From an optimization exercise on the open Yosys and OpenROAD flow, aimed at small area and a short achievable clock period; shortcuts taken in it are not production practice. Only simulation tests tie the RTL to the original design; equivalence was not proved. Power is estimated from default activity; no workload was simulated.

== 04-20 ==
==> flow/design.v <==
module ALU(A, asel, Bin, ALUop, out, Z);
  input [15:0] A, Bin;
  input asel;
  input [1:0] ALUop;
  output [15:0] out;
  output Z;
  wire op_and = ALUop[1] & ~ALUop[0];
  wire cin = ~ALUop[1] & ALUop[0];
  wire [15:0] a = A & {16{~asel & ~(ALUop[1] & ALUop[0])}};
  wire [15:0] x = Bin ^ {16{ALUop[0]}};
  wire [15:0] p = a ^ x;
  wire [15:0] g = a & x;
  reg [15:0] G, P;
  integer i, l;
  always @(*) begin
    G = g;
    P = p;
    G[0] = g[0] | (p[0] & cin);
    for (l = 0; l < 4; l = l + 1)
      for (i = 0; i < 16; i = i + 1)
        if (i & (1 << l)) begin
          G[i] = G[i] | (P[i] & G[((i >> l) << l) - 1]);
          P[i] = P[i] & P[((i >> l) << l) - 1];
        end
  end
  wire [15:0] sum = p ^ {G[14:0], cin};
  assign out = op_and ? g : sum;
  wire [15:0] k = a | x;
  wire z_add = &(p ~^ {k[14:0], cin});
  assign Z = op_and ? ~|g : z_add;
endmodule
module shifter(in, shift, sout);
  input [15:0] in;
  input [1:0] shift;
  output reg [15:0] sout;
  always @(*) begin
    case (shift)
      2'b00: sout = in;
      2'b01: sout = {in[14:0], 1'b0};
      2'b10: sout = {1'b0, in[15:1]};
      default: sout = {in[15], in[15:1]};
    endcase
  end
endmodule
module regfile(clk, write, writenum, data_in, readnum, data_out);
  input clk, write;
  input [2:0] writenum, readnum;
  input [15:0] data_in;
  output reg [15:0] data_out;
  reg [15:0] R0, R1, R2, R3, R4, R5, R6, R7;
  always @(posedge clk) begin
    if (write && writenum == 3'd0) R0 <= data_in;
    if (write && writenum == 3'd1) R1 <= data_in;
    if (write && writenum == 3'd2) R2 <= data_in;
    if (write && writenum == 3'd3) R3 <= data_in;
    if (write && writenum == 3'd4) R4 <= data_in;
    if (write && writenum == 3'd5) R5 <= data_in;
    if (write && writenum == 3'd6) R6 <= data_in;
    if (write && writenum == 3'd7) R7 <= data_in;
  end
  always @(*) begin
    case (readnum)
      3'd0: data_out = R0;
      3'd1: data_out = R1;
      3'd2: data_out = R2;
      3'd3: data_out = R3;
      3'd4: data_out = R4;
      3'd5: data_out = R5;
      3'd6: data_out = R6;
      default: data_out = R7;
    endcase
  end
endmodule
module datapath (clk,
                 readnum, vsel, loada, loadb,
                 shift, asel, bsel, ALUop, loadc, loads,
                 writenum, write, datapath_in,
                 Z_out, datapath_out);
  input [15:0] datapath_in;
  output [15:0] datapath_out;
  input write, vsel, loada, loadb, asel, bsel, loadc, loads, clk;
  input [2:0] readnum, writenum;
  input [1:0] shift, ALUop;
  output Z_out;
  reg [15:0] A, B, C;
  reg Z;
  wire [15:0] rdata, sout, Bin, out;
  wire zero;
  regfile REGFILE(.clk(clk), .write(write), .writenum(writenum),
                  .data_in(vsel ? datapath_in : C),
                  .readnum(readnum), .data_out(rdata));
  shifter U1(.in(B), .shift(shift), .sout(sout));
  assign Bin = bsel ? {11'b0, datapath_in[4:0]} : sout;
  ALU U2(.A(A), .asel(asel), .Bin(Bin), .ALUop(ALUop), .out(out), .Z(zero));
  always @(posedge clk) begin
    if (loada) A <= rdata;
    if (loadb) B <= rdata;
    if (loadc) C <= out;
    if (loads) Z <= zero;
  end
  assign datapath_out = C;
  assign Z_out = Z;
endmodule
Settings: LEC_CHECK=0, ABC_AREA=1, CAP_MARGIN=20, CORE_MARGIN=2, CORE_UTILIZATION=40, SETUP_SLACK_MARGIN=2.0, SLEW_MARGIN=20; clock period 6.0 ns.
run.sh (not shown) runs the stock make flow with config.mk's settings and CLKGATE_MAP_FILE= SYNTH_SCRIPT=/design/flow/synth_recipe.tcl, a recipe that flattens the netlist after the stock synthesis.
Every stage of the flow completed for 04-20, and the final layout passed the timing, DRC and antenna checks.
What 07-21 does differently from 04-20 at the input level:
# 04-20
export LEC_CHECK = 0
export ABC_AREA = 1
export CAP_MARGIN = 20
export CORE_MARGIN = 2
export CORE_UTILIZATION = 40
export SETUP_SLACK_MARGIN = 2.0
export SLEW_MARGIN = 20
create_clock -name core_clock -period 6.0 [get_ports {clk}]
# 07-21
export LEC_CHECK = 0
export ABC_AREA = 1
export CAP_MARGIN = 20
export CORE_MARGIN = 2
export CORE_UTILIZATION = 40
export SLEW_MARGIN = 20
create_clock -name core_clock -period 6.0 [get_ports {clk}]
Results
- Compared 07-21 vs 04-20, and total global routing track utilization is up in 07-21.
- Lower fraction of power consumed by combinational cells among 07-21 and 04-20: 07-21
- Re final cell count: 07-21 and 04-20 aren't equal, and the higher value belongs to 04-20.
- Looking at area growth from synthesis to layout across 07-21 and 04-20, the one that comes out lower is 07-21.
- The lower final period utilization came out of 04-20.
- Multi-input gate share of the layout cell area was higher in the run labelled 04-20.

-- re-timing with driven ports --
The results above use ideal ports. As a check the final layouts listed here were re-extracted and re-timed, cells and wires unchanged.
Step 1 assumes that a clkbuf_16 drives the clock port and a buf_2 every other input.
Step 2 also shifts input and output timing later by t, the mid clock arrival at the registers, as if the neighbouring blocks saw the same clock.
Three values: ideal, step 1, step 2; two values: the first two.
run | t (ns) | setup WS [ns] | worst setup path at the end | worst data-port slew with drivers (ns)
04-20 | 0.469 | 2.103 / 2.126 / 1.657 | input to register | 0.04
07-21 | 0.474 | 1.461 / 1.483 / 1.009 | input to register | 0.05
After both steps setup and hold are still met in every run listed. The setup slack of 07-21, which loses most, moves by +0.022 ns with the drivers and by -0.452 ns with both steps.
